Source: an optimization exercise on an open RTL-to-GDS flow (aim: small area). Production flows keep margins and buffers that such runs may drop.
RTL that was checked went through simulation tests only; none was proved equivalent to the original.
For run 8, only the layout was checked, not whether the RTL still works.
Power and IR drop assume default switching activity.

## flow/design.v (module list and top-level ports; edited modules follow where they fit)
// module pps_synch: 136 lines
// module timestamptous: 784 lines
module pps_synch(
	input		clk,
	input		rst,
	input	[2:0]	pps,
	input	[2:0]	pps_sel,
	input		sysref,
	input	[31:0]	load_secs,
	input	[31:0]	load_ns,
	input	[7:0]	load_subns,
	input	[5:0]	ns_per_clk,
	input	[7:0]	subns_per_clk,
	input	[31:0]	delay_ns,
	input	[3:0]	mode,
	input	[2:0]	sanity_mode,
	input	[15:0]	lockout_ns,
	input	[31:0]	rollover_thresh_ns,
	input	[1:0]	capture_mode,
	output	[31:0]	captured_secs,
	output	[31:0]	captured_ns,
	output	[7:0]	captured_subns,
	output		captured,
	output	[31:0]	secs,
	output	[31:0]	ns,
	output	[7:0]	subns,
	output		running,
	output  [63:0]  timestamp_us,
	output          timestamp_valid
);
  // ...
==> flow/flow/run.sh <==
#!/bin/bash
export BUFFER_PORTS_ARGS="-buffer_cell sky130_fd_sc_hd__buf_1"
bash standard.sh > standard.log 2>&1
==> flow/standard.sh <==
#!/bin/bash
# synth_recipe.tcl (not shown) runs the flow's synth.tcl, then flattens the netlist and writes it again
# the make line also repeats each setting of config.mk as NAME=value (left out here)
make -C /OpenROAD-flow-scripts/flow DESIGN_CONFIG=/design/flow/config.mk WORK_HOME=/design/flow/orfs CLKGATE_MAP_FILE= SYNTH_SCRIPT=/design/flow/synth_recipe.tcl "${@:-finish}"
==> flow/config.mk <==
export PLATFORM = sky130hd
export DESIGN_NAME = pps_synch
export DESIGN_NICKNAME = pps_synch
export VERILOG_FILES = /design/flow/design.v
export SDC_FILE = /design/flow/constraint.sdc
export NUM_CORES = 4
export LEC_CHECK = 0
export CAP_MARGIN = 20
export CORE_MARGIN = 2
export CORE_UTILIZATION = 40
export SLEW_MARGIN = 20
==> flow/constraint.sdc <==
create_clock -name core_clock -period 5.0 [get_ports {clk}]
set_input_delay 1.0000 -clock core_clock [delete_from_list [all_inputs] [get_ports {clk}]]
set_output_delay 1.0000 -clock core_clock [all_outputs]
set_load 0.01 [all_outputs]
==> results.toml, run 1 <==
[clocking]
numCtsBuffers = 71
hold_buffers = 0

[power]
pwr-share-clk = 0.225
sequentialPowerShare = 0.299
swShare = 0.378

[global_route]
grt_pass1_wl_um = 149000
grt_max_degree = 55
use_met2 = 0.361
grt-busiest-layer = "met2"

[placement]
portBuffers = 382
place_ws_ns = -0.168
gp_congestion = 0.924

[yosys]
synth_xor_area_frac = 0.0329
synth-compound-area-share = 0.113
ys_types = 74

[timing]
whs_ns = 0.316
drv_slew = 0
rsz0062_at_grt = "yes"
tns_ns = 0
worst_slack_ns = 0.149
max_freq_mhz = 206

[critical_path]
crit_path_frequent_cell = "fa_1"
crit_start = "tstous.s1_q[15]"

[worst_hold_path]
worstHoldPathCells = 0

[cells_and_area]
syn2layout_area_growth_pct = 18.4
fin_cells = 5176

[routing]
vias = 26000
vias_per_cell = 5.03

[outcome]
outcome = "finished clean"

[floorplanning]
dieArea_um2 = 91600
die_w_um = 303
io-pin-count = 395
==> run 2: changes to the inputs <==
==> flow/run.sh (new file) <==
#!/bin/bash
# synth_recipe.tcl (not shown) runs the flow's synth.tcl, then flattens the netlist and writes it again
# the make line also repeats each setting of config.mk as NAME=value (left out here)
make -C /OpenROAD-flow-scripts/flow DESIGN_CONFIG=/design/flow/config.mk WORK_HOME=/design/flow/orfs CLKGATE_MAP_FILE= SYNTH_SCRIPT=/design/flow/synth_recipe.tcl finish
removed: flow/flow/run.sh
removed: flow/standard.sh
==> results.toml, run 2 <==
[outcome]
outcome = "finished clean"

[timing]
post-route-min-period_ns = 4.78
worst_slack_ns = 0.220
finalHoldViolations = 0
skew_ns = 0.0195
drv_slew = 0
tightest_slew_ns = 0.901
relSlewSlack = 0.400
whs_ns = 0.308
finalSetupViolCount = 0
max_freq_mhz = 209
fin_crit_sh = 0.956

[floorplanning]
die_w_um = 303
core_area_um2 = 88400
dieArea_um2 = 91600
initial_utilization = 0.404
row_count = 109
io-pin-count = 395
fp.dieH_um = 303

[clocking]
cts_tree = "done"
cts_root_buf = "clkbuf_16"
clkTransAtPathRegs_ns = 0.07
clock_tree.buffer_depth = 3
numCtsBuffers = 71
clkLatencyLatePin_ns = 0.62
hold_buffers = 0
htree_levels = 3
cts.sinks = 632

[power]
p_int_mw = 15.8
combPwrFrac = 0.490
pwr-share-clk = 0.212
power-per-cell-area_nw_per_um2 = 566
p_leak_nw = 19.7
peakVddDrop_uv = 315
sequentialPowerShare = 0.298
swShare = 0.373
power_mw = 25.2
switchingPower_mw = 9.38

[yosys]
synth_area_leader_cell = "dfxtp_1"
async_reset_ff_frac = 0
ys.warnings.count = 2
synth_xor_area_frac = 0.0329
ys_top_cells_by_area = "dfxtp_1 (29%), fa_1 (17%), ha_1 (12%)"
synthMuxAreaShare = 0.00786
yosysSeqAreaShare = 0.390
synth_commonest_cells = "dfxtp_1 (508), inv_1 (493), ha_1 (335), fa_1 (300), nor2_1 (266)"
mappedNetlistArea_um2 = 35700
synth-compound-area-share = 0.113
synth_top_family_by_area = "adder cells"
synthMostInstantiatedCell = "dfxtp_1"
syn_inst = 3413
synth-edff-count = 124
synth-main-ff-cell = "dfxtp_1"
ys_types = 74
synthSimpleGateAreaFrac = 0.109
synthAdderAreaFrac = 0.286
syn_avg_cell_area_um2 = 10.5
synth_seq_cells = 632
synth_top_area_frac = 0.285

[cells_and_area]
nets = 4770
syn2layout_area_growth_pct = 24.6
layout_common_cells = "dfxtp_1 (495), inv_1 (485), clkdlybuf4s50_1 (381), ha_1 (334), fa_1 (299)"
drive_gt1_frac = 0.0841
fill_cells = 8080
layout_commonest_cell = "dfxtp_1"
final_util = 0.503
fin_cells = 5176

[critical_path]
endpoint_kind = "register"
cp-start-kind = "register"
path_cells = "inv_1 -> fa_1 -> inv_1 -> fa_1 -> fa_1 -> fa_1 -> ha_1 -> a21o_1 -> a21o_1 -> a211o_1 -> o41ai_1 -> o211ai_1 -> a21oi_2 -> nor2_1 -> nor2_1 -> xor2_1"
crit_type = "register to register"
r2r_cells = 16
r2r_slack_ns = 0.22
slowest_stage = "fa_1"
crit_path_frequent_cell = "fa_1"
required_ns = 5.54
crit_fanout = 5
critical-path-max-stage-delay_ns = 0.53
r2r_start = "ns_r[7]"
arrival_ns = 5.32
regToRegEndpoint = "tstous.s1_c[2]"

[placement]
hpwl_um = 78800
portBuffers = 382
placedCellCount = 5038
place_ws_ns = -0.126
gp_congestion = 0.912

[routing]
route.detailed.drc = 0
drtAntennaViolNets = 0
vias = 25900
wl_per_cell_um = 19.0
vias_per_cell = 5.01
routed_wl_um = 98200
drtIter0Drc = 1337
detail_route.first_pass.iterations = 5

[worst_hold_path]
worstHoldEndpoint = "tstous.d2[4]"
worstHoldStart = "tstous.d1[4]"
hold_path.class = "register to register"
worstHoldPathCells = 0

[global_route]
grt_pass1_vias = 25800
grt_max_degree = 59
antenna_found_initial = 3
overflow = 0
grt.total_usage = 0.213
grt_pass1_wl_um = 149000

[run]
max_cap_viol_count = 0
run 2: cell counts after synthesis:
Identical to the previous run, type by type.
run 2: critical path, delay by kind of cell (launching register included):
family,cells,cell delay [ns]
DFF,1,0.46
adders and majority gates,5,2.26
and+or+nand+nor,2,0.16
xor gates and xnor gates,1,0.14
AOI/OAI and AO/OA,6,1.51
buffers and inverters,2,0.19
run 2: layout make-up:
cell class | count | area (um2) | share of cell area
Sequential cell | 632 | 13900 | 0.313
Antenna cell | 2 | 5.00 | 0.000113
Clock buffer | 99 | 2110 | 0.0474
Clock inverter | 32 | 338 | 0.00760
Inverter | 493 | 1860 | 0.0418
Timing Repair Buffer | 534 | 5010 | 0.113
Tap cell | 1165 | 1460 | 0.0328
Multi-Input combinational cell | 2219 | 19800 | 0.445
run 2: cell families (layout without fill, tap and decap cells):
group,Yosys count,count (layout)
AOI/OAI and AO/OA,625,625
xor gates and xnor gates,134,134
adders and majority gates,635,635
buffers and inverters,573,1158
DFF,632,632
muxes,28,28
other,1,14
and+or+nand+nor,785,785
run 2: layer usage:
| metal | global-route usage | part of all wire |
|---|---|---|
| met3 | 0.0344 | 0.056 |
| met5 | 0 | 0 |
| met1 | 0.277 | 0.43 |
| met2 | 0.358 | 0.48 |
| met4 | 0.0742 | 0.033 |
run 2: worst max path at each step:
stage                    start  slack (ns)  cells past startpoint          endpoint
3_3_place_gp   tstous.s1_q[17]       -0.07                     20  tstous.s2_us[22]
5_1_grt               ns_r[18]       -0.02                     18    tstous.s1_c[2]
3_5_place_dp   tstous.s1_q[17]       -0.13                     20  tstous.s2_us[22]
2_1_floorplan  tstous.s1_q[17]       0.007                     19  tstous.s2_us[22]
4_1_cts        tstous.s1_q[15]       0.002                     20  tstous.s2_us[22]
6_report               ns_r[7]        0.22                     16    tstous.s1_c[2]
run 2: what timing repair did:
action | in CTS | in global routing
pin swaps | 14 | 18
resized for setup | 8 | 32
setup buffers | 0 | 4
endpoints found under the setup margin | 2 | 12
run 2: through the flow:
step	instance area, um2	setup TNS, ns
2_1_floorplan	35700	0
3_3_place_gp	41800	-0.0661
3_5_place_dp	41800	-0.126
4_1_cts	44300	0
5_1_grt	44500	-0.0249
6_report	44500	0
run 2: power by group through the flow:
stage / registers (mW) / clock network, mW / logic [mW]
after global routing: 7.67 / 5.68 / 14.1
after global placement: 7.59 / 0 / 12.1
final: 7.50 / 5.32 / 12.3
after CTS: 7.52 / 5.46 / 12.3
after floorplan: 7.61 / 0 / 8.37
after detailed placement: 7.63 / 0 / 12.2
==> run 3: changes to the inputs <==
==> flow/flow/run.sh (new file) <==
#!/bin/bash
export BUFFER_PORTS_ARGS="-buffer_cell sky130_fd_sc_hd__buf_1"
export CTS_ARGS="-sink_clustering_enable -repair_clock_nets -dont_use_dummy_load -buf_list {sky130_fd_sc_hd__clkbuf_8} -root_buf sky130_fd_sc_hd__clkbuf_8 -sink_clustering_size 14 -sink_clustering_max_diameter 60"
bash standard.sh > standard.log 2>&1
==> flow/standard.sh (new file) <==
#!/bin/bash
# synth_recipe.tcl (not shown) runs the flow's synth.tcl, then flattens the netlist and writes it again
# the make line also repeats each setting of config.mk as NAME=value (left out here)
make -C /OpenROAD-flow-scripts/flow DESIGN_CONFIG=/design/flow/config.mk WORK_HOME=/design/flow/orfs CLKGATE_MAP_FILE= SYNTH_SCRIPT=/design/flow/synth_recipe.tcl "${@:-finish}"
--- a/flow/config.mk
+++ b/flow/config.mk
@@ -7,5 +7,5 @@
 export LEC_CHECK = 0
 export CAP_MARGIN = 20
 export CORE_MARGIN = 2
-export CORE_UTILIZATION = 40
+export CORE_UTILIZATION = 55
 export SLEW_MARGIN = 20
removed: flow/run.sh
==> results.toml, run 3 <==
[critical_path]
path_delay_family = "adder cells"
critical-path-max-stage-delay_ns = 0.53
endpoint_kind = "register"
crit_type = "register to register"
r2r_slack_ns = 0.15
slowest_stage = "fa_1"
crit_fanout = 2
cp-start-kind = "register"
crit_path_frequent_cell = "fa_1"
path_cells = "inv_2 -> fa_1 -> inv_1 -> fa_1 -> fa_1 -> inv_2 -> fa_1 -> inv_2 -> fa_2 -> a21o_1 -> a21oi_2 -> o21bai_1 -> a221o_1 -> a31oi_4 -> nor3_4 -> o41ai_2 -> a21boi_1 -> nor2_1 -> xnor2_1"
worst-path-buf-inv = 4
required_ns = 5.56
arrival_ns = 5.42

[yosys]
synth_seq_cells = 632
syn_avg_cell_area_um2 = 10.5
synth_area_leader_cell = "dfxtp_1"
mappedNetlistArea_um2 = 35700
yosysSeqAreaShare = 0.390
synth_top_area_frac = 0.285
synthMostInstantiatedCell = "dfxtp_1"
ys.warnings.count = 2
synth-edff-count = 124
synth-main-ff-cell = "dfxtp_1"
ys_top_cells_by_area = "dfxtp_1 (29%), fa_1 (17%), ha_1 (12%)"
ys_types = 74
syn_inst = 3413
async_reset_ff_frac = 0
synth_commonest_cells = "dfxtp_1 (508), inv_1 (493), ha_1 (335), fa_1 (300), nor2_1 (266)"

[clocking]
clkLatencyLatePin_ns = 0.71
numCtsBuffers = 58
clkTransAtPathRegs_ns = 0.09
htree_levels = 2
clock_tree.buffer_depth = 3
cts_root_buf = "clkbuf_8"
cts_tree = "done"
hold_buffers = 0
cts.sinks = 632

[power]
p_int_mw = 13.3
pwr-share-clk = 0.118
p_leak_nw = 17.9
combPwrFrac = 0.544
power_mw = 22.2
sequentialPowerShare = 0.337
switchingPower_mw = 8.87
power-per-cell-area_nw_per_um2 = 553
swShare = 0.400
peakVddDrop_uv = 322

[floorplanning]
dieArea_um2 = 66900
row_count = 93
fp.dieH_um = 259
initial_utilization = 0.555
core_area_um2 = 64200
die_w_um = 259
io-pin-count = 395

[timing]
skew_ns = 0.0915
worst_slack_ns = 0.148
rsz0062_at_grt = "yes"
tightest_slew_ns = 0.960
post-route-min-period_ns = 4.85
relSlewSlack = 0.360
fin_crit_sh = 0.970
drv_slew = 0
finalHoldViolations = 0
max_freq_mhz = 206
finalSetupViolCount = 0
tns_ns = 0

[global_route]
grt_pass1_vias = 27100
grt_pass1_wl_um = 151000
grt_max_degree = 87
overflow = 0
grt.total_usage = 0.292
antenna_found_initial = 6

[worst_hold_path]
hold_path.class = "register to register"

[cells_and_area]
syn2layout_area_growth_pct = 12.4
layout_commonest_cell = "dfxtp_1"
nets = 4758
layout_common_cells = "dfxtp_1 (497), inv_1 (489), buf_1 (381), ha_1 (334), fa_1 (299)"
final_util = 0.624
drive_gt1_frac = 0.0686
fin_area_um2 = 40100

[routing]
drtIter0Drc = 1747
detail_route.first_pass.iterations = 6
route.detailed.drc = 0
drtAntennaViolNets = 0
vias_per_cell = 5.57
routed_wl_um = 98000
vias = 26700
wl_per_cell_um = 20.4

[placement]
place_ws_ns = -0.204
place_area_um2 = 39100
portBuffers = 382
hpwl_um = 78000
gp_congestion = 0.979

[run]
max_cap_viol_count = 0

[outcome]
outcome = "finished clean"
## run 3: kinds of logic after synthesis
kind of cell / synth area share
AND/OR/NAND/NOR: 0.109
adder cells (fa/ha/maj): 0.286
flip-flops: 0.390
AO/OA/AOI/OAI: 0.113
buffers and inverters: 0.0616
XOR/XNOR: 0.0329
multiplexers: 0.00786
other: 0.000105
## run 3: worst paths after layout
check                                startpoint               end  cells past startpoint
worst min-delay path              tstous.d1[30]     tstous.d2[30]                      0
worst max-delay path            tstous.s1_q[17]  tstous.s2_us[22]                     19
worst max register to register  tstous.s1_q[17]  tstous.s2_us[22]                     19
worst min register to register    tstous.d1[30]     tstous.d2[30]                      0
## run 3: timing repair
action,4_1_cts,5_1_grt
setup buffers,1,5
gates resized for setup,6,30
gates cloned,0,0
pin swaps,4,18
endpoints found under the setup margin,2,11
## run 3: layout make-up
class	count	area, um2
inverter	493	1850
multi-input combinational	2219	19800
sequential	632	13900
tap	855	1070
antenna	3	7.51
clock buffer	58	798
fill	5357	24200
timing repair buffer	535	2670
## run 3: metal layers
layer,GRT usage,part of all wire,up-vias
li1,-,-,12600
met1,0.375,0.41,13000
met2,0.501,0.48,974
met3,0.0477,0.066,216
met4,0.103,0.038,6
met5,0,0.00042,-
## run 3: worst register-to-register path: stages (launching register included)
cell and delay, ns:
dfxtp_2 0.34, inv_2 0.04, fa_1 0.53, inv_1 0.05
fa_1 0.48, fa_1 0.51, inv_2 0.04, fa_1 0.49
inv_2 0.05, fa_2 0.34, a21o_1 0.19, a21oi_2 0.14
o21bai_1 0.12, a221o_1 0.41, a31oi_4 0.27, nor3_4 0.06
o41ai_2 0.32, a21boi_1 0.10, nor2_1 0.13, xnor2_1 0.13
## run 3: power groups by stage
stage	Clock (mW)	Combinational [mW]	Sequential, mW
3_3_place_gp	0	11.4	7.55
4_1_cts	2.71	11.9	7.49
5_1_grt	2.87	13.7	7.63
3_5_place_dp	0	11.8	7.61
2_1_floorplan	0	8.37	7.61
6_report	2.62	12.1	7.48
## run 3: per-stage QoR
| stage | hold WS, ns | cells |
|---|---|---|
| global route | 0.268 | 4795 |
| CTS | 0.275 | 4786 |
| floorplan | 0.310 | 3424 |
| global placement | 0.310 | 4726 |
| detailed placement | 0.312 | 4727 |
| finish | 0.274 | 4795 |
==> run 4: changes to the inputs <==
--- a/flow/config.mk
+++ b/flow/config.mk
@@ -5,7 +5,7 @@
 export SDC_FILE = /design/flow/constraint.sdc
 export NUM_CORES = 4
 export LEC_CHECK = 0
-export CAP_MARGIN = 20
+export CAP_MARGIN = 0
 export CORE_MARGIN = 2
 export CORE_UTILIZATION = 55
-export SLEW_MARGIN = 20
+export SLEW_MARGIN = 0
==> results.toml, run 4 <==
[yosys]
synth-edff-count = 124
syn_avg_cell_area_um2 = 10.5
synthMostInstantiatedCell = "dfxtp_1"
synth_seq_cells = 632
ys_types = 74
yosysSeqAreaShare = 0.390
async_reset_ff_frac = 0
synth_top_area_frac = 0.285
mappedNetlistArea_um2 = 35700
synth_commonest_cells = "dfxtp_1 (508), inv_1 (493), ha_1 (335), fa_1 (300), nor2_1 (266)"
syn_inst = 3413
synth_area_leader_cell = "dfxtp_1"
ys.warnings.count = 2
ys_top_cells_by_area = "dfxtp_1 (29%), fa_1 (17%), ha_1 (12%)"
synth-main-ff-cell = "dfxtp_1"

[critical_path]
arrival_ns = 5.40
crit_fanout = 2
endpoint_kind = "register"
cp-start-kind = "register"
required_ns = 5.56
crit_start = "tstous.s1_q[18]"
r2r_start = "tstous.s1_q[18]"
crit_type = "register to register"

[cells_and_area]
fill_cells = 5388
syn2layout_area_growth_pct = 12.2
drive_gt1_frac = 0.0686
fin_cells = 4791
layout_commonest_cell = "dfxtp_1"
layout_common_cells = "dfxtp_1 (495), inv_1 (488), buf_1 (381), ha_1 (334), fa_1 (299)"
nets = 4755

[clocking]
clkLatencyLatePin_ns = 0.67
cts_root_buf = "clkbuf_8"
hold_buffers = 0
clkTransAtPathRegs_ns = 0.08
cts_tree = "done"
cts.sinks = 632
numCtsBuffers = 56
htree_levels = 2
clock_tree.buffer_depth = 3

[global_route]
antenna_found_initial = 6
grt_pass1_vias = 27200
grt.total_usage = 0.291
overflow = 0
grt_max_degree = 87
grt_pass1_wl_um = 151000

[routing]
vias_per_cell = 5.56
vias = 26700
drtIter0Drc = 1824
detail_route.first_pass.iterations = 8
routed_wl_um = 97900
route.detailed.drc = 0
drtAntennaViolNets = 0
wl_per_cell_um = 20.4

[timing]
fin_crit_sh = 0.968
post-route-min-period_ns = 4.84
rsz0062_at_grt = "yes"
relSlewSlack = 0.231
worst_slack_ns = 0.159
skew_ns = 0.0554
finalHoldViolations = 0
finalSetupViolCount = 0
tightest_slew_ns = 1.15
drv_slew = 0
max_freq_mhz = 207

[floorplanning]
core_area_um2 = 64200
dieArea_um2 = 66900
io-pin-count = 395
row_count = 93
initial_utilization = 0.555
die_w_um = 259
fp.dieH_um = 259

[worst_hold_path]
hold_path.class = "register to register"
worstHoldStart = "tstous.b[30]"

[placement]
gp_congestion = 0.979
portBuffers = 382
place_ws_ns = -0.192
placedCellCount = 4726
hpwl_um = 78200

[power]
p_leak_nw = 17.9
power_mw = 22.1
power-per-cell-area_nw_per_um2 = 552
peakVddDrop_uv = 314

[run]
max_cap_viol_count = 0

[outcome]
outcome = "finished clean"
[run 4: worst paths after layout]
path	end	slack, ns	cells past startpoint
min	tstous.d1[30]	0.27	0
max	tstous.s2_us[22]	0.16	19
max reg2reg	tstous.s2_us[22]	0.16	19
min reg2reg	tstous.d1[30]	0.27	0
[run 4: cells by family (layout without fill, tap and decap cells)]
kind of cell,count (synthesis),count (layout),share of synthesized area
AOI/OAI and AO/OA,625,625,0.113
and+or+nand+nor,785,785,0.109
DFF,632,632,0.390
xor gates and xnor gates,134,134,0.0329
buffers and inverters,573,1083,0.0616
adders and majority gates,635,635,0.286
muxes,28,28,0.00786
other,1,14,0.000105
[run 4: worst max-delay path: stages, from the launching register on]
cell,delay (ns)
dfxtp_1,0.33
inv_1,0.07
fa_1,0.56
inv_1,0.06
fa_1,0.48
inv_1,0.06
fa_1,0.53
inv_1,0.05
fa_1,0.55
ha_4,0.22
a21o_1,0.16
a21oi_2,0.14
o21bai_1,0.11
a221o_1,0.40
a31oi_4,0.27
nor3_4,0.07
o41ai_2,0.33
a21boi_1,0.10
nor2_1,0.14
xnor2_1,0.12
[run 4: power by group]
group	internal (mW)	switching [mW]
registers	6.83	0.649
logic	5.43	6.64
clock network	0.993	1.54
[run 4: per-layer routing]
metal	track usage	vias up	share of wire	routed length, um
li1	-	12600	-	-
met1	0.373	12900	0.41	40200
met2	0.494	989	0.48	47100
met3	0.0496	233	0.068	6650
met4	0.112	6	0.040	3910
met5	0	-	0.00034	33
[run 4: cell type report]
type	count	area [um2]	share of cell area
diodes	2	5.00	0.000125
clock buffers	56	771	0.0193
repair buffers	534	2640	0.0659
inverters	493	1850	0.0462
flip-flops and latches	632	13900	0.348
well taps	855	1070	0.0267
multi-input cells	2219	19800	0.494
[run 4: repair_timing]
item                       4_1_cts  5_1_grt
resized for setup                4       33
pin swaps                        3       20
setup buffers                    1        5
setup endpoints to repair        2       12
[run 4: through the flow]
step                      hold slack (ns)   util  instance area, um2  setup TNS [ns]
after floorplan                     0.310      -               35700               0
after global placement              0.310  0.608               39100          -0.206
after detailed placement            0.312  0.608               39100          -0.232
after CTS                           0.273  0.621               39900               0
after global routing                0.283  0.623               40000         -0.0922
final                               0.271  0.623               40000               0
==> run 5: changes to the inputs <==
==> flow/flow/run.sh (replaced) <==
#!/bin/bash
export BUFFER_PORTS_ARGS="-buffer_cell sky130_fd_sc_hd__buf_1"
export CTS_ARGS="-sink_clustering_enable -repair_clock_nets -dont_use_dummy_load -buf_list {sky130_fd_sc_hd__clkbuf_4 sky130_fd_sc_hd__clkbuf_8} -root_buf sky130_fd_sc_hd__clkbuf_8"
bash standard.sh > standard.log 2>&1
==> flow/config.mk (replaced) <==
export PLATFORM = sky130hd
export DESIGN_NAME = pps_synch
export DESIGN_NICKNAME = pps_synch
export VERILOG_FILES = /design/flow/design.v
export SDC_FILE = /design/flow/constraint.sdc
export NUM_CORES = 4
export LEC_CHECK = 0
export CAP_MARGIN = 20
export CORE_MARGIN = 2
export CORE_UTILIZATION = 40
export SLEW_MARGIN = 20
==> results.toml, run 5 <==
[outcome]
outcome = "finished clean"

[routing]
vias = 25900
drtAntennaViolNets = 0
drtIter0Drc = 1352
wl_per_cell_um = 19.0
detail_route.first_pass.iterations = 5
routed_wl_um = 97900
vias_per_cell = 5.03
route.detailed.drc = 0

[clocking]
clock_tree.buffer_depth = 3
cts_tree = "done"
clkLatencyLatePin_ns = 0.76
htree_levels = 3
cts_root_buf = "clkbuf_8"
hold_buffers = 0
numCtsBuffers = 106
clkTransAtPathRegs_ns = 0.06
cts.sinks = 632

[cells_and_area]
layout_commonest_cell = "dfxtp_1"
final_util = 0.465
drive_gt1_frac = 0.0783
layout_common_cells = "dfxtp_1 (500), inv_1 (488), buf_1 (381), ha_1 (335), fa_1 (299)"
fill_cells = 8481
fin_cells = 5154
nets = 4804
syn2layout_area_growth_pct = 15.2

[floorplanning]
dieArea_um2 = 91600
die_w_um = 303
row_count = 109
core_area_um2 = 88400
fp.dieH_um = 303
io-pin-count = 395
initial_utilization = 0.404

[worst_hold_path]
hold_path.class = "register to register"

[run]
max_cap_viol_count = 0

[global_route]
antenna_found_initial = 7
grt_max_degree = 55
grt.total_usage = 0.214
grt_pass1_wl_um = 150000
grt_pass1_vias = 26200
overflow = 0

[yosys]
synth_xor_area_frac = 0.0329
synthSimpleGateAreaFrac = 0.109
synth_area_leader_cell = "dfxtp_1"
ys.warnings.count = 2
yosysSeqAreaShare = 0.390
mappedNetlistArea_um2 = 35700
syn_avg_cell_area_um2 = 10.5
syn_inst = 3413
synth-edff-count = 124
synth_top_family_by_area = "adder cells"
synth-compound-area-share = 0.113
synthAdderAreaFrac = 0.286
ys_top_cells_by_area = "dfxtp_1 (29%), fa_1 (17%), ha_1 (12%)"
synth_top_area_frac = 0.285
async_reset_ff_frac = 0
synthMostInstantiatedCell = "dfxtp_1"
ys_types = 74
synth-main-ff-cell = "dfxtp_1"
synthMuxAreaShare = 0.00786
synth_commonest_cells = "dfxtp_1 (508), inv_1 (493), ha_1 (335), fa_1 (300), nor2_1 (266)"
synth_seq_cells = 632

[critical_path]
crit_fanout = 3
arrival_ns = 5.46
crit_type = "register to register"
endpoint_kind = "register"
required_ns = 5.59
cp-start-kind = "register"

[timing]
finalHoldViolations = 0
post-route-min-period_ns = 4.87
rsz0062_at_grt = "yes"
finalSetupViolCount = 0
tightest_slew_ns = 0.890
fin_crit_sh = 0.973
whs_ns = 0.284
drv_slew = 0
relSlewSlack = 0.406
max_freq_mhz = 206
skew_ns = 0.0889

[power]
p_leak_nw = 18.3
peakVddDrop_uv = 306
power-per-cell-area_nw_per_um2 = 562
power_mw = 23.1

[placement]
hpwl_um = 77900
portBuffers = 382
placedCellCount = 5038
gp_congestion = 0.924
==> run 5: kinds of logic after synthesis <==
| family | count (synthesis) |
|---|---|
| XOR/XNOR | 134 |
| buffers and inverters | 573 |
| other | 1 |
| AO/OA/AOI/OAI | 625 |
| AND/OR/NAND/NOR | 785 |
| flip-flops | 632 |
| multiplexers | 28 |
| adder cells (fa/ha/maj) | 635 |
==> run 5: through the flow <==
stage / area (um2) / TNS (ns) / setup WS [ns]
after floorplan: 35700 / 0 / 0.00708
after global placement: 39500 / -0.116 / -0.116
after detailed placement: 39500 / -0.169 / -0.168
after CTS: 41000 / 0 / 0.0234
after global routing: 41100 / -0.135 / -0.110
final: 41100 / 0 / 0.135
==> run 5: cell type report <==
class | instances | area, um2 | share of cell area
Multi-Input combinational cell | 2219 | 19800 | 0.481
Sequential cell | 632 | 13900 | 0.338
Timing Repair Buffer | 533 | 2620 | 0.0638
Inverter | 493 | 1850 | 0.0451
Clock buffer | 106 | 1460 | 0.0355
Tap cell | 1165 | 1460 | 0.0355
Antenna cell | 6 | 15.0 | 0.000365
==> run 5: path summary, 6_finish.rpt <==
path	cells past startpoint	start	endpoint	slack [ns]
worst max-delay path	19	tstous.s1_q[17]	tstous.s2_us[22]	0.13
worst min-delay path	0	tstous.d1[42]	tstous.d2[42]	0.28
worst max register to register	19	tstous.s1_q[17]	tstous.s2_us[22]	0.13
worst min register to register	0	tstous.d1[42]	tstous.d2[42]	0.28
==> run 5: layer usage <==
metal  track usage  vias up  routed length [um]
met5             0        -                  12
met4        0.0799        2                3030
met3        0.0351      174                5660
met2         0.361      750               47100
met1         0.277    12400               42200
li1              -    12600                   -
==> run 5: timing repair <==
item,in CTS,in global routing
setup endpoints to repair,2,12
setup buffers,0,4
gates resized for setup,3,29
pin swaps,1,18
==> run 5: where the power goes <==
group / switching, mW / internal, mW
clock network: 1.84 / 1.85
registers: 0.656 / 6.85
logic: 6.54 / 5.36
total: 9.04 / 14.1
==> run 5: worst max-delay path, stage by stage (launching register included) <==
cell and delay [ns]:
dfxtp_2 0.33, inv_2 0.04, fa_1 0.55, inv_2 0.04, fa_1 0.48, fa_1 0.55, inv_1 0.05, fa_1 0.49
inv_2 0.05, fa_2 0.36, a21o_1 0.19, a21oi_2 0.14, o21bai_1 0.11, a221o_1 0.38, a31oi_4 0.25, nor3_4 0.06
o41ai_2 0.37, a21boi_1 0.11, nor2_1 0.14, xnor2_1 0.08
==> run 6: changes to the inputs <==
==> flow/flow/run.sh (replaced) <==
#!/bin/bash
export BUFFER_PORTS_ARGS="-buffer_cell sky130_fd_sc_hd__buf_1"
export CTS_ARGS="-sink_clustering_enable -repair_clock_nets -dont_use_dummy_load -buf_list {sky130_fd_sc_hd__clkbuf_8} -root_buf sky130_fd_sc_hd__clkbuf_8 -sink_clustering_size 18 -sink_clustering_max_diameter 70"
bash standard.sh > standard.log 2>&1
--- a/flow/config.mk
+++ b/flow/config.mk
@@ -7,5 +7,5 @@
 export LEC_CHECK = 0
 export CAP_MARGIN = 20
 export CORE_MARGIN = 2
-export CORE_UTILIZATION = 40
+export CORE_UTILIZATION = 60
 export SLEW_MARGIN = 20
==> results.toml, run 6 <==
[timing]
tns_ns = 0
rsz0062_at_grt = "yes"
fin_crit_sh = 0.975
tightest_slew_ns = 0.886
relSlewSlack = 0.409
post-route-min-period_ns = 4.88
finalSetupViolCount = 0
finalHoldViolations = 0
skew_ns = 0.0550
worst_slack_ns = 0.124
max_freq_mhz = 205
whs_ns = 0.286
drv_slew = 0

[floorplanning]
initial_utilization = 0.605
io-pin-count = 395
dieArea_um2 = 61400
fp.dieH_um = 248
row_count = 89
die_w_um = 248
core_area_um2 = 58900

[global_route]
grt_pass1_wl_um = 146000
grt_pass1_vias = 26900
antenna_found_initial = 9
grt.total_usage = 0.309
grt_max_degree = 87
overflow = 0

[placement]
placedCellCount = 4632
hpwl_um = 76300
place_ws_ns = -0.217
gp_congestion = 0.951
portBuffers = 382

[routing]
routed_wl_um = 95600
detail_route.first_pass.iterations = 5
wl_per_cell_um = 20.4
vias_per_cell = 5.67
drtIter0Drc = 1822
vias = 26600
drtAntennaViolNets = 0
route.detailed.drc = 0

[power]
p_leak_nw = 17.8
p_int_mw = 13.1
pwr-share-clk = 0.108
sequentialPowerShare = 0.338
power-per-cell-area_nw_per_um2 = 556
combPwrFrac = 0.553
switchingPower_mw = 9.03
swShare = 0.408
peakVddDrop_uv = 452

[worst_hold_path]
hold_path.class = "register to register"

[clocking]
cts_root_buf = "clkbuf_8"
htree_levels = 2
numCtsBuffers = 48
clkTransAtPathRegs_ns = 0.10
clkLatencyLatePin_ns = 0.67
clock_tree.buffer_depth = 3
cts_tree = "done"
cts.sinks = 632

[yosys]
mappedNetlistArea_um2 = 35700
synth_area_leader_cell = "dfxtp_1"
ys_top_cells_by_area = "dfxtp_1 (29%), fa_1 (17%), ha_1 (12%)"
yosysSeqAreaShare = 0.390
synth_seq_cells = 632
ys.warnings.count = 2
syn_inst = 3413
synth-edff-count = 124
ys_types = 74
synth_commonest_cells = "dfxtp_1 (508), inv_1 (493), ha_1 (335), fa_1 (300), nor2_1 (266)"
synthMostInstantiatedCell = "dfxtp_1"
syn_avg_cell_area_um2 = 10.5
synth_top_area_frac = 0.285
synth-main-ff-cell = "dfxtp_1"
async_reset_ff_frac = 0

[critical_path]
arrival_ns = 5.44
crit_fanout = 5
endpoint_kind = "register"
path_cells = "fa_1 -> fa_1 -> fa_1 -> fa_1 -> ha_1 -> a21o_1 -> a21o_1 -> a211o_1 -> o41ai_2 -> o211ai_1 -> a21oi_2 -> nor2_1 -> nor2_1 -> xor2_1"
critical-path-max-stage-delay_ns = 0.54
cp-start-kind = "register"
crit_type = "register to register"
slowest_stage = "fa_1"
required_ns = 5.56
crit_path_frequent_cell = "fa_1"

[run]
max_cap_viol_count = 0

[cells_and_area]
nets = 4734
syn2layout_area_growth_pct = 11.6
fill_cells = 4754
layout_commonest_cell = "dfxtp_1"
fin_cells = 4693
layout_common_cells = "dfxtp_1 (494), inv_1 (488), buf_1 (381), ha_1 (333), fa_1 (299)"
drive_gt1_frac = 0.0654
final_util = 0.676

[outcome]
outcome = "finished clean"
==> run 6: changes by cell type in the layout (fill, tap and decap cells not counted), moves of 6 or more <==
cell	previous run	this run
clkbuf_8	106	48
buf_4	147	133
dfxtp_2	7	14
dfxtp_1	500	494
==> run 6: layout make-up <==
class,instances,area [um2],area share
multi-input combinational,2219,19800,0.498
sequential,632,13900,0.349
timing repair buffer,521,2560,0.0644
inverter,493,1850,0.0466
tap,773,967,0.0243
clock buffer,48,661,0.0166
antenna,7,17.5,0.000440
==> run 6: path summary, 6_finish.rpt <==
check,startpoint,endpoint,slack [ns],cells past startpoint
max,ns_r[19],tstous.s1_c[2],0.12,14
max reg2reg,ns_r[19],tstous.s1_c[2],0.12,14
min reg2reg,tstous.b[6],tstous.d1[6],0.29,0
min,tstous.b[6],tstous.d1[6],0.29,0
==> run 6: cells by family after synthesis <==
family	synth area share
compound gates	0.113
fa+ha+maj	0.286
buf+inv	0.0616
xor+xnor	0.0329
mux	0.00786
other cells	0.000105
flops	0.390
simple gates	0.109
==> run 6: what timing repair did <==
action                     in CTS  in global routing
pin swaps                       1                 19
resized for setup               5                 42
setup buffers                   0                  5
hold buffers                    0                  0
setup endpoints to repair       3                 16
==> run 6: power groups by stage <==
stage                     Sequential (mW)  Clock, mW  Combinational, mW
after global routing                 7.66       2.65               13.8
after global placement               7.54          0               11.2
final                                7.50       2.40               12.2
after detailed placement             7.64          0               11.7
after floorplan                      7.61          0               8.37
after CTS                            7.51       2.49               11.9
==> run 6: critical path, delay by kind of cell, from the launching register on <==
family	cells	cell delay (ns)
adder cells (fa/ha/maj)	5	2.38
AND/OR/NAND/NOR	2	0.21
XOR/XNOR	1	0.20
flip-flops	1	0.53
AO/OA/AOI/OAI	6	1.48
==> run 6: per-layer routing <==
| layer | part of all wire | GRT usage | up-vias |
|---|---|---|---|
| li1 | - | - | 12500 |
| met2 | 0.49 | 0.526 | 954 |
| met1 | 0.41 | 0.399 | 12900 |
| met3 | 0.056 | 0.0402 | 212 |
| met5 | 0.00014 | 0 | - |
| met4 | 0.041 | 0.124 | 2 |
==> run 6: metrics by stage <==
step | power [mW] | cell area, um2
3_5_place_dp | 19.3 | 38900
3_3_place_gp | 18.7 | 38900
2_1_floorplan | 16.0 | 35700
4_1_cts | 21.9 | 39600
6_report | 22.1 | 39800
5_1_grt | 24.1 | 39800
==> run 7: changes to the inputs <==
==> flow/flow/run.sh (replaced) <==
#!/bin/bash
export BUFFER_PORTS_ARGS="-buffer_cell sky130_fd_sc_hd__buf_1"
export CTS_ARGS="-sink_clustering_enable -repair_clock_nets -dont_use_dummy_load -buf_list {sky130_fd_sc_hd__clkbuf_8} -root_buf sky130_fd_sc_hd__clkbuf_8 -sink_clustering_size 16 -sink_clustering_max_diameter 70"
bash standard.sh > standard.log 2>&1
==> flow/config.mk (replaced) <==
export PLATFORM = sky130hd
export DESIGN_NAME = pps_synch
export DESIGN_NICKNAME = pps_synch
export VERILOG_FILES = /design/flow/design.v
export SDC_FILE = /design/flow/constraint.sdc
export NUM_CORES = 4
export LEC_CHECK = 0
export CAP_MARGIN = 0
export CORE_MARGIN = 2
export CORE_UTILIZATION = 65
export SLEW_MARGIN = 0
==> results.toml, run 7 <==
[timing]
skew_ns = 0.0854
max_freq_mhz = 206
finalHoldViolations = 0
rsz0062_at_grt = "yes"
drv_slew = 0
fin_crit_sh = 0.970
tns_ns = 0
relSlewSlack = 0.253
post-route-min-period_ns = 4.85
finalSetupViolCount = 0
worst_slack_ns = 0.152
tightest_slew_ns = 1.12

[routing]
wl_per_cell_um = 20.5
routed_wl_um = 94400
drtIter0Drc = 2022
drtAntennaViolNets = 0
detail_route.first_pass.iterations = 6
vias = 26800
vias_per_cell = 5.82
route.detailed.drc = 0

[critical_path]
arrival_ns = 5.47
required_ns = 5.62
r2r_slack_ns = 0.15
r2r_cells = 19
crit_fanout = 2
endpoint_kind = "register"
crit_type = "register to register"
cp-start-kind = "register"

[yosys]
ys.warnings.count = 2
ys_top_cells_by_area = "dfxtp_1 (29%), fa_1 (17%), ha_1 (12%)"
syn_inst = 3413
synthMostInstantiatedCell = "dfxtp_1"
synth_area_leader_cell = "dfxtp_1"
synth-main-ff-cell = "dfxtp_1"
async_reset_ff_frac = 0
yosysSeqAreaShare = 0.390
synth_top_area_frac = 0.285
synth_seq_cells = 632
syn_avg_cell_area_um2 = 10.5
synth-edff-count = 124
ys_types = 74
mappedNetlistArea_um2 = 35700
synth_commonest_cells = "dfxtp_1 (508), inv_1 (493), ha_1 (335), fa_1 (300), nor2_1 (266)"

[worst_hold_path]
hold_path.class = "register to register"
worstHoldPathCells = 0

[cells_and_area]
layout_commonest_cell = "dfxtp_1"
nets = 4730
fin_cells = 4609
layout_common_cells = "dfxtp_1 (494), inv_1 (487), buf_1 (381), ha_1 (335), fa_1 (299)"
fill_cells = 3918
drive_gt1_frac = 0.0640
syn2layout_area_growth_pct = 10.9

[power]
sequentialPowerShare = 0.340
power-per-cell-area_nw_per_um2 = 559
power_mw = 22.1
peakVddDrop_uv = 369
p_int_mw = 13.1
switchingPower_mw = 9.01
swShare = 0.408
p_leak_nw = 17.8
pwr-share-clk = 0.110
combPwrFrac = 0.551

[placement]
hpwl_um = 75300
placedCellCount = 4554
place_ws_ns = -0.213
gp_congestion = 0.962
portBuffers = 382

[global_route]
grt_max_degree = 88
grt_pass1_wl_um = 144000
antenna_found_initial = 3
grt_pass1_vias = 26900
grt.total_usage = 0.329
overflow = 0

[floorplanning]
fp.dieH_um = 238
core_area_um2 = 54000
initial_utilization = 0.660
dieArea_um2 = 56800
die_w_um = 238
io-pin-count = 395
row_count = 85

[clocking]
cts_tree = "done"
numCtsBuffers = 49
cts_root_buf = "clkbuf_8"
clkLatencyLatePin_ns = 0.68
clkTransAtPathRegs_ns = 0.10
cts.sinks = 632
clock_tree.buffer_depth = 3
htree_levels = 2

[run]
max_cap_viol_count = 0

[outcome]
outcome = "finished clean"
## run 7: changes by cell type in the layout (fill, tap and decap cells not counted), sizes merged
| cell | previous run | this run |
|---|---|---|
| clkinvlp | 1 | 0 |
| diode | 7 | 4 |
| inv | 492 | 493 |
| buf | 520 | 515 |
| clkbuf | 49 | 50 |
## run 7: cells by family (layout without fill, tap and decap cells)
kind of cell	after synthesis	after routing	share of synthesized area
AOI/OAI and AO/OA	625	625	0.113
xor gates and xnor gates	134	134	0.0329
adders and majority gates	635	635	0.286
buffers and inverters	573	1058	0.0616
DFF	632	632	0.390
muxes	28	28	0.00786
other	1	16	0.000105
and+or+nand+nor	785	785	0.109
## run 7: area by class of cell
cell class / count / area (um2) / area share
diodes: 4 / 10.0 / 0.000253
clock buffers: 49 / 674 / 0.0170
inverters: 493 / 1850 / 0.0468
multi-input cells: 2219 / 19800 / 0.500
flip-flops and latches: 632 / 13900 / 0.352
well taps: 696 / 871 / 0.0220
repair buffers: 516 / 2440 / 0.0618
## run 7: layer usage
layer	track usage	wire length (um)	vias to the layer above
met5	0	0	-
met4	0.146	4620	0
met3	0.0571	7480	313
met2	0.550	44800	1199
met1	0.420	37500	12800
li1	-	-	12500
## run 7: path summary, 6_finish.rpt
path / from / to
setup / recovery: tstous.s1_q[15] / tstous.s2_us[22]
setup reg to reg: tstous.s1_q[15] / tstous.s2_us[22]
hold / removal: tstous.b[28] / tstous.d1[28]
hold reg to reg: tstous.b[28] / tstous.d1[28]
## run 7: critical path: stages, from the launching register on
cell	delay, ns
dfxtp_2	0.34
inv_2	0.04
fa_1	0.56
inv_2	0.04
fa_1	0.47
fa_1	0.51
inv_1	0.05
fa_1	0.49
inv_2	0.05
fa_2	0.33
a21o_1	0.17
a21oi_2	0.16
o21bai_1	0.12
a221o_1	0.40
a31oi_4	0.27
nor3_4	0.06
o41ai_2	0.32
a21boi_1	0.11
nor2_1	0.17
xnor2_1	0.13
## run 7: timing repair
item                                   CTS  global route
buffers inserted                         0             2
hold buffers                             0             0
resized for setup                        5            38
pin swaps                                3            21
endpoints found under the hold margin    0             0
setup endpoints to repair                3            16
## run 7: per-stage QoR
stage / utilization / cell area [um2] / hold WS, ns
after floorplan: - / 35700 / 0.310
after global placement: 0.717 / 38700 / 0.310
after detailed placement: 0.717 / 38700 / 0.312
after CTS: 0.730 / 39400 / 0.292
after global routing: 0.732 / 39600 / 0.287
final: 0.732 / 39600 / 0.294
## run 7: power by group through the flow
| stage | Combinational (mW) | Clock [mW] | Sequential [mW] |
|---|---|---|---|
| CTS | 11.9 | 2.48 | 7.51 |
| global placement | 11.1 | 0 | 7.54 |
| detailed placement | 11.7 | 0 | 7.63 |
| global route | 13.7 | 2.66 | 7.66 |
| floorplan | 8.37 | 0 | 7.61 |
| finish | 12.2 | 2.42 | 7.50 |
==> module pps_synch, before the edit <==
module pps_synch(
	input		clk,
	input		rst,
	input	[2:0]	pps,
	input	[2:0]	pps_sel,
	input		sysref,
	input	[31:0]	load_secs,
	input	[31:0]	load_ns,
	input	[7:0]	load_subns,
	input	[5:0]	ns_per_clk,
	input	[7:0]	subns_per_clk,
	input	[31:0]	delay_ns,
	input	[3:0]	mode,
	input	[2:0]	sanity_mode,
	input	[15:0]	lockout_ns,
	input	[31:0]	rollover_thresh_ns,
	input	[1:0]	capture_mode,
	output	[31:0]	captured_secs,
	output	[31:0]	captured_ns,
	output	[7:0]	captured_subns,
	output		captured,
	output	[31:0]	secs,
	output	[31:0]	ns,
	output	[7:0]	subns,
	output		running,
	output  [63:0]  timestamp_us,
	output          timestamp_valid
);
	reg        started;
	reg [2:0]  mode_r;
	reg [1:0]  capture_mode_r;
	reg [2:0]  sanity_mode_r;
	reg [13:0] step_r;
	reg        resync;
	reg        delay_nz_r;     
	reg        delay_ge_r;     
	reg        lock_lt_r;      
	reg        thr_ge_r;       
	reg [31:0] secs_r;
	reg [39:0] ns_r;
	reg [31:0] pipe_r;         
	reg [39:0] delay;
	reg        captured_r;
	reg [31:0] captured_secs_r;
	reg [39:0] captured_ns_r;
	reg pps_internal;
	reg last_pps;
	reg last_pps_ext;
	reg sysref_internal;
	reg last_sysref;
	assign running = started;
	assign secs = secs_r;
	assign ns = ns_r[39:8];
	assign subns = ns_r[7:0];
	assign captured = captured_r;
	assign captured_secs = captured_secs_r;
	assign captured_ns = captured_ns_r[39:8];
	assign captured_subns = captured_ns_r[7:0];
	wire pps_ext  = |(pps & pps_sel);
	wire edge_ext = ~last_pps_ext & pps_ext;
	wire ev_pps   = pps_internal & ~last_pps;
	wire ev_sys   = sysref_internal & ~last_sysref;
	wire delay_hit = delay_ge_r & delay_nz_r;
	wire delay_inc = (edge_ext & delay_nz_r) | (|delay);
	wire [39:0] delay_sum = delay + {26'b0, step_r};
	wire [39:0] delay_nx = (delay_inc & ~delay_hit) ? delay_sum : 40'd0;
	wire pps_int_nx = (edge_ext & ~delay_nz_r) | delay_hit;
	wire freerun = (mode_r == 3'd1) | (mode_r == 3'd2) | (mode_r == 3'd5);
	wire ge_sec  = pipe_r >= 32'd1000000000;
	wire lock    = lock_lt_r & sanity_mode_r[0];
	wire thr     = thr_ge_r & ~resync & sanity_mode_r[1];
	wire pps_roll = ~freerun & ev_pps & ~lock;
	wire roll     = freerun ? ge_sec : pps_roll;
	wire pipe_clr = freerun ? ge_sec : (pps_roll & thr);
	wire [39:0] ns_inc   = ns_r + {26'b0, step_r};
	wire [39:0] pipe_full = ns_r + {25'b0, step_r, 1'b0};
	wire [31:0] pipe_nx = started ? (pipe_clr ? 32'd0 : pipe_full[39:8]) : pipe_r;
	always @(posedge clk) begin
		step_r <= {ns_per_clk, subns_per_clk};
		sanity_mode_r <= sanity_mode;
		capture_mode_r <= capture_mode;
		last_pps <= pps_internal;
		last_sysref <= sysref_internal;
		delay_ge_r <= delay_nx[39:8] >= delay_ns;
		lock_lt_r <= pipe_nx < {16'b0, lockout_ns};
		thr_ge_r <= pipe_nx >= rollover_thresh_ns;
		if (~captured_r & ((capture_mode_r == 2'd1 & ev_pps) | (capture_mode_r == 2'd2 & ev_sys))) begin
			captured_secs_r <= secs_r;
			captured_ns_r <= ns_r;
		end
		if (rst) begin
			started <= 0;
			mode_r <= 0;
			resync <= 0;
			delay_nz_r <= 0;
			secs_r <= 0;
			ns_r <= 0;
			pipe_r <= 0;
			delay <= 0;
			captured_r <= 0;
			pps_internal <= 0;
			last_pps_ext <= 0;
			sysref_internal <= 0;
		end else begin
			mode_r <= (mode[3] | (mode[2:1] == 2'b11)) ? 3'd0 : mode[2:0];
			delay_nz_r <= |delay_ns;
			sysref_internal <= sysref;
			last_pps_ext <= pps_ext;
			delay <= delay_nx;
			pps_internal <= pps_int_nx;
			pipe_r <= pipe_nx;
			if (~captured_r & ((capture_mode_r == 2'd1 & ev_pps) | (capture_mode_r == 2'd2 & ev_sys)))
				captured_r <= 1;
			if (captured_r & (capture_mode_r == 2'd0))
				captured_r <= 0;
			if (started) begin
				ns_r <= roll ? 40'd0 : ns_inc;
				if (roll) secs_r <= secs_r + 1;
				if (~freerun & ev_pps) begin
					if (lock) resync <= sanity_mode_r[2];
					else if (~thr) resync <= 0;
				end
				if (mode == 4'd0) started <= 0;
			end else if (mode_r != 3'd0) begin
				secs_r <= load_secs;
				ns_r <= {load_ns, load_subns};
				case (mode_r)
					3'd1: started <= 1;
					3'd2, 3'd3: started <= pps_internal;
					default: started <= ev_sys;
				endcase
			end
		end
	end
	timestamptous tstous (clk, rst, secs_r, ns_r, started, timestamp_valid, timestamp_us);
endmodule
==> run 8: changes to the inputs <==
--- a/flow/design.v
+++ b/flow/design.v
@@ -62,7 +62,10 @@
 	wire ev_sys   = sysref_internal & ~last_sysref;
 	wire delay_hit = delay_ge_r & delay_nz_r;
 	wire delay_inc = (edge_ext & delay_nz_r) | (|delay);
-	wire [39:0] delay_sum = delay + {26'b0, step_r};
+	wire [14:0] delay_lo = {1'b0, delay[13:0]} + {1'b0, step_r};
+	wire [26:0] delay_p;
+	pfx_and #(26) u_dp (delay[39:14], delay_p);
+	wire [39:0] delay_sum = {delay[39:14] ^ ({26{delay_lo[14]}} & delay_p[25:0]), delay_lo[13:0]};
 	wire [39:0] delay_nx = (delay_inc & ~delay_hit) ? delay_sum : 40'd0;
 	wire pps_int_nx = (edge_ext & ~delay_nz_r) | delay_hit;
 	wire freerun = (mode_r == 3'd1) | (mode_r == 3'd2) | (mode_r == 3'd5);
@@ -72,8 +75,16 @@
 	wire pps_roll = ~freerun & ev_pps & ~lock;
 	wire roll     = freerun ? ge_sec : pps_roll;
 	wire pipe_clr = freerun ? ge_sec : (pps_roll & thr);
-	wire [39:0] ns_inc   = ns_r + {26'b0, step_r};
-	wire [39:0] pipe_full = ns_r + {25'b0, step_r, 1'b0};
+	wire [14:0] ns_lo   = {1'b0, ns_r[13:0]} + {1'b0, step_r};
+	wire [15:0] pipe_lo = {1'b0, ns_r[14:0]} + {1'b0, step_r, 1'b0};
+	wire [25:0] ns_p;
+	pfx_and #(25) u_nsp (ns_r[39:15], ns_p);
+	wire        ns_c15 = ns_lo[14] & ns_r[14];
+	wire [39:0] ns_inc = {ns_r[39:15] ^ ({25{ns_c15}} & ns_p[24:0]), ns_r[14] ^ ns_lo[14], ns_lo[13:0]};
+	wire [39:0] pipe_full = {ns_r[39:15] ^ ({25{pipe_lo[15]}} & ns_p[24:0]), pipe_lo[14:0]};
+	wire [32:0] secs_p;
+	pfx_and #(32) u_sp (secs_r, secs_p);
+	wire [31:0] secs_inc = secs_r ^ secs_p[31:0];
 	wire [31:0] pipe_nx = started ? (pipe_clr ? 32'd0 : pipe_full[39:8]) : pipe_r;
 	always @(posedge clk) begin
 		step_r <= {ns_per_clk, subns_per_clk};
@@ -81,7 +92,7 @@
 		capture_mode_r <= capture_mode;
 		last_pps <= pps_internal;
 		last_sysref <= sysref_internal;
-		delay_ge_r <= delay_nx[39:8] >= delay_ns;
+		delay_ge_r <= (delay_inc & ~delay_hit) & (delay_sum[39:8] >= delay_ns);
 		lock_lt_r <= pipe_nx < {16'b0, lockout_ns};
 		thr_ge_r <= pipe_nx >= rollover_thresh_ns;
 		if (~captured_r & ((capture_mode_r == 2'd1 & ev_pps) | (capture_mode_r == 2'd2 & ev_sys))) begin
@@ -115,7 +126,7 @@
 				captured_r <= 0;
 			if (started) begin
 				ns_r <= roll ? 40'd0 : ns_inc;
-				if (roll) secs_r <= secs_r + 1;
+				if (roll) secs_r <= secs_inc;
 				if (~freerun & ev_pps) begin
 					if (lock) resync <= sanity_mode_r[2];
 					else if (~thr) resync <= 0;
@@ -134,6 +145,26 @@
 	end
 	timestamptous tstous (clk, rst, secs_r, ns_r, started, timestamp_valid, timestamp_us);
 endmodule
+module pfx_and #(parameter W = 8) (
+	input  [W-1:0] x,
+	output [W:0]   p
+);
+	localparam NG = (W + 3) / 4;
+	wire [4*NG-1:0] xp = {{(4*NG-W){1'b1}}, x};
+	wire [NG:0] gc;
+	wire [4*NG:0] pp;
+	assign gc[0] = 1'b1;
+	genvar j;
+	generate for (j = 0; j < NG; j = j + 1) begin : g
+		assign gc[j+1] = gc[j] & (&xp[4*j+3:4*j]);
+		assign pp[4*j]   = gc[j];
+		assign pp[4*j+1] = gc[j] & xp[4*j];
+		assign pp[4*j+2] = gc[j] & (&xp[4*j+1:4*j]);
+		assign pp[4*j+3] = gc[j] & (&xp[4*j+2:4*j]);
+	end endgenerate
+	assign pp[4*NG] = gc[NG];
+	assign p = pp[W:0];
+endmodule
 module timestamptous(
 	input         clk,
 	input         rst,
==> flow/flow/run.sh (replaced) <==
#!/bin/bash
export BUFFER_PORTS_ARGS="-buffer_cell sky130_fd_sc_hd__buf_1"
export CTS_ARGS="-sink_clustering_enable -repair_clock_nets -dont_use_dummy_load -buf_list {sky130_fd_sc_hd__clkbuf_8} -root_buf sky130_fd_sc_hd__clkbuf_8 -sink_clustering_size 18 -sink_clustering_max_diameter 70"
bash standard.sh > standard.log 2>&1
==> flow/config.mk (replaced) <==
export PLATFORM = sky130hd
export DESIGN_NAME = pps_synch
export DESIGN_NICKNAME = pps_synch
export VERILOG_FILES = /design/flow/design.v
export SDC_FILE = /design/flow/constraint.sdc
export NUM_CORES = 4
export LEC_CHECK = 0
export CAP_MARGIN = 20
export CORE_MARGIN = 2
export CORE_UTILIZATION = 60
export SLEW_MARGIN = 20
==> results.toml, run 8 <==
[placement]
gp_congestion = 1.00
hpwl_um = 76100
place_area_um2 = 38900
portBuffers = 382

[floorplanning]
fp.dieH_um = 247
row_count = 88
die_w_um = 247
io-pin-count = 395
initial_utilization = 0.609
dieArea_um2 = 60900
core_area_um2 = 58000

[critical_path]
r2r_cells = 20
worst-path-buf-inv = 5
r2r_start = "tstous.s1_q[17]"
r2r_slack_ns = -0.11
crit_path_frequent_cell = "fa_1"
arrival_ns = 5.65
path_cells = "inv_2 -> fa_1 -> inv_2 -> fa_1 -> fa_1 -> inv_1 -> fa_1 -> inv_2 -> fa_2 -> a21oi_2 -> nor3b_2 -> o31ai_1 -> buf_4 -> a211oi_2 -> o41a_1 -> o21a_1 -> a2111o_1 -> a21o_1 -> a21oi_2 -> xnor2_1"
endpoint_kind = "register"
crit_type = "register to register"
regToRegEndpoint = "tstous.s2_us[22]"
critical-path-max-stage-delay_ns = 0.55
required_ns = 5.55
crit_fanout = 2
path_depth = 20
cp-start-kind = "register"
path_delay_family = "adder cells"
slowest_stage = "fa_1"

[timing]
max_freq_mhz = 196
rsz0062_at_grt = "yes"
relSlewSlack = 0.352
skew_ns = 0.0578
drv_slew = 0
finalSetupViolCount = 1
tightest_slew_ns = 0.963
fin_crit_sh = 1.02
worst_slack_ns = -0.106
finalHoldViolations = 0
post-route-min-period_ns = 5.11

[global_route]
grt_pass1_vias = 27100
antenna_found_initial = 10
grt_max_degree = 75
overflow = 0
grt_pass1_wl_um = 145000
grt.total_usage = 0.311

[yosys]
ys_top_cells_by_area = "dfxtp_1 (29%), fa_1 (17%), ha_1 (12%)"
syn_inst = 3337
synth_area_leader_cell = "dfxtp_1"
synth_seq_cells = 632
synth-edff-count = 124
mappedNetlistArea_um2 = 35400
synth-main-ff-cell = "dfxtp_1"
ys.warnings.count = 2
synth_top_area_frac = 0.288
syn_avg_cell_area_um2 = 10.6
yosysSeqAreaShare = 0.393
ys_types = 79
async_reset_ff_frac = 0
synth_commonest_cells = "dfxtp_1 (508), inv_1 (493), ha_1 (347), fa_1 (300), nor2_1 (201)"
synthMostInstantiatedCell = "dfxtp_1"

[worst_hold_path]
worstHoldStart = "tstous.d1[34]"
worstHoldPathCells = 0
worstHoldEndpoint = "tstous.d2[34]"
hold_path.class = "register to register"

[cells_and_area]
final_util = 0.688
fin_area_um2 = 39900
nets = 4729
syn2layout_area_growth_pct = 12.8
layout_commonest_cell = "dfxtp_1"
drive_gt1_frac = 0.0819
layout_common_cells = "dfxtp_1 (494), inv_1 (488), buf_1 (381), ha_1 (346), fa_1 (299)"

[routing]
drtAntennaViolNets = 0
route.detailed.drc = 0
vias = 26200
drtIter0Drc = 1653
vias_per_cell = 5.62
detail_route.first_pass.iterations = 5
wl_per_cell_um = 20.3
routed_wl_um = 94900

[clocking]
clock_tree.buffer_depth = 3
numCtsBuffers = 48
clkLatencyLatePin_ns = 0.67
cts_root_buf = "clkbuf_8"
clkTransAtPathRegs_ns = 0.11
cts.sinks = 632
cts_tree = "done"
htree_levels = 2

[run]
max_cap_viol_count = 0

[outcome]
so_faults = "setup timing"
outcome = "failed layout checks"

[power]
p_leak_nw = 18.0
peakVddDrop_uv = 437
power-per-cell-area_nw_per_um2 = 602
run 8: cell count changes after synthesis, sizes merged, moves of 12 or more:
| cell | previous run | this run |
|---|---|---|
| nor2 | 266 | 201 |
| ha | 335 | 347 |
| mux2i | 28 | 14 |
| nand2 | 127 | 139 |
| nand4 | 63 | 51 |
| nor2b | 76 | 88 |
| o22ai | 18 | 5 |
run 8: repair_timing:
action	CTS	global route
hold buffers	0	0
gates resized for setup	3	52
setup endpoints to repair	5	22
endpoints found under the hold margin	0	0
cloned	0	1
buffers inserted	2	9
pin swaps	2	24
run 8: through the flow:
stage	cells	setup TNS [ns]	setup WS (ns)	total power, mW	hold slack (ns)
CTS	4649	-0.102	-0.102	23.7	0.283
global placement	4599	-0.141	-0.101	20.6	0.310
floorplan	3348	0	0.0453	17.1	0.310
global route	4666	-0.468	-0.291	26.2	0.285
finish	4667	-0.106	-0.106	24.0	0.279
detailed placement	4599	-0.258	-0.145	21.1	0.312
run 8: cells by family after synthesis:
logic type,count (synthesis),share of synthesized area
buffers and inverters,570,0.0618
DFF,632,0.393
muxes,15,0.00428
xor gates and xnor gates,134,0.0332
AOI/OAI and AO/OA,610,0.113
other,1,0.000106
adders and majority gates,647,0.293
and+or+nand+nor,728,0.102
run 8: final cells by class:
class                      instances  area, um2
inverter                         494       1860
clock buffer                      48        661
tap                              765        957
timing repair buffer             576       2960
antenna                            6       15.0
multi-input combinational       2146      19500
sequential                       632      13900
fill                            4510      18100
run 8: worst register-to-register path: cells and delay by family (launching register included):
kind	cells	cell delay (ns)
AO/OA/AOI/OAI	8	1.69
XOR/XNOR	1	0.13
adder cells (fa/ha/maj)	5	2.40
buffers and inverters	5	0.35
flip-flops	1	0.36
AND/OR/NAND/NOR	1	0.07
run 8: routing by layer:
metal / vias to the layer above / GRT usage / wire length (um)
li1: 12400 / - / -
met3: 245 / 0.0513 / 6500
met2: 945 / 0.522 / 45100
met5: - / 0 / 62
met1: 12700 / 0.399 / 39100
met4: 10 / 0.131 / 4180
run 8: worst max-delay path by stage:
stage	startpoint	to	slack, ns
after global placement	ns_r[9]	tstous.s1_c[2]	-0.10
final	tstous.s1_q[17]	tstous.s2_us[22]	-0.11
after global routing	tstous.s1_q[17]	tstous.s2_us[22]	-0.29
after CTS	tstous.s1_q[17]	tstous.s2_us[22]	-0.10
after floorplan	tstous.s1_q[17]	tstous.s2_us[22]	0.05
after detailed placement	ns_r[9]	tstous.s1_c[2]	-0.14
run 8: power by group:
| group | internal, mW | switching [mW] |
|---|---|---|
| sequential | 6.87 | 0.664 |
| combinational | 6.45 | 7.62 |
| clock | 0.857 | 1.55 |
| total | 14.2 | 9.83 |

==> re-timing with driven ports <==
No port has a modelled driver above. Below, the same layouts with a new extraction and two added sets of constraints.
Step 1: set_driving_cell puts a clkbuf_16 on clk and a buf_2 on each other input, an assumption about the parent block.
Step 2 adds t to the input delays and takes it off the output delays; t is the mean of the earliest and latest rising clock arrival at the registers after step 1. Input paths then give back, and output paths get back, about the clock's delay inside the block.
Three values: no drivers, after step 1, after step 2; two values: the first two.
| run | shift t [ns] | setup WS [ns] | latest minus earliest clock arrival (ns) | slew at the worst register clock pin (ns) | worst slew at a driven data input, ns |
|---|---|---|---|---|---|
| run 1 | 0.683 | 0.149 / 0.149 / 0.149 | 0.028 / 0.029 | 0.06 / 0.06 | 0.12 |
| run 2 | 0.673 | 0.220 / 0.220 / 0.167 | 0.023 / 0.023 | 0.07 / 0.07 | 0.12 |
| run 3 | 0.723 | 0.148 / 0.148 / 0.148 | 0.092 / 0.092 | 0.09 / 0.09 | 0.13 |
| run 4 | 0.712 | 0.159 / 0.159 / 0.142 | 0.060 / 0.060 | 0.10 / 0.10 | 0.12 |
| run 5 | 0.779 | 0.135 / 0.135 / 0.135 | 0.089 / 0.089 | 0.06 / 0.06 | 0.11 |
| run 6 | 0.697 | 0.124 / 0.124 / 0.124 | 0.089 / 0.088 | 0.12 / 0.12 | 0.11 |
| run 7 | 0.707 | 0.152 / 0.152 / 0.152 | 0.090 / 0.090 | 0.11 / 0.11 | 0.13 |
| run 8 | 0.708 | -0.106 / -0.106 / -0.106 | 0.063 / 0.062 | 0.12 / 0.12 | 0.12 |
The setup slack of run 2, which loses most, moves by 0.000 ns with the drivers and by -0.053 ns with both steps.
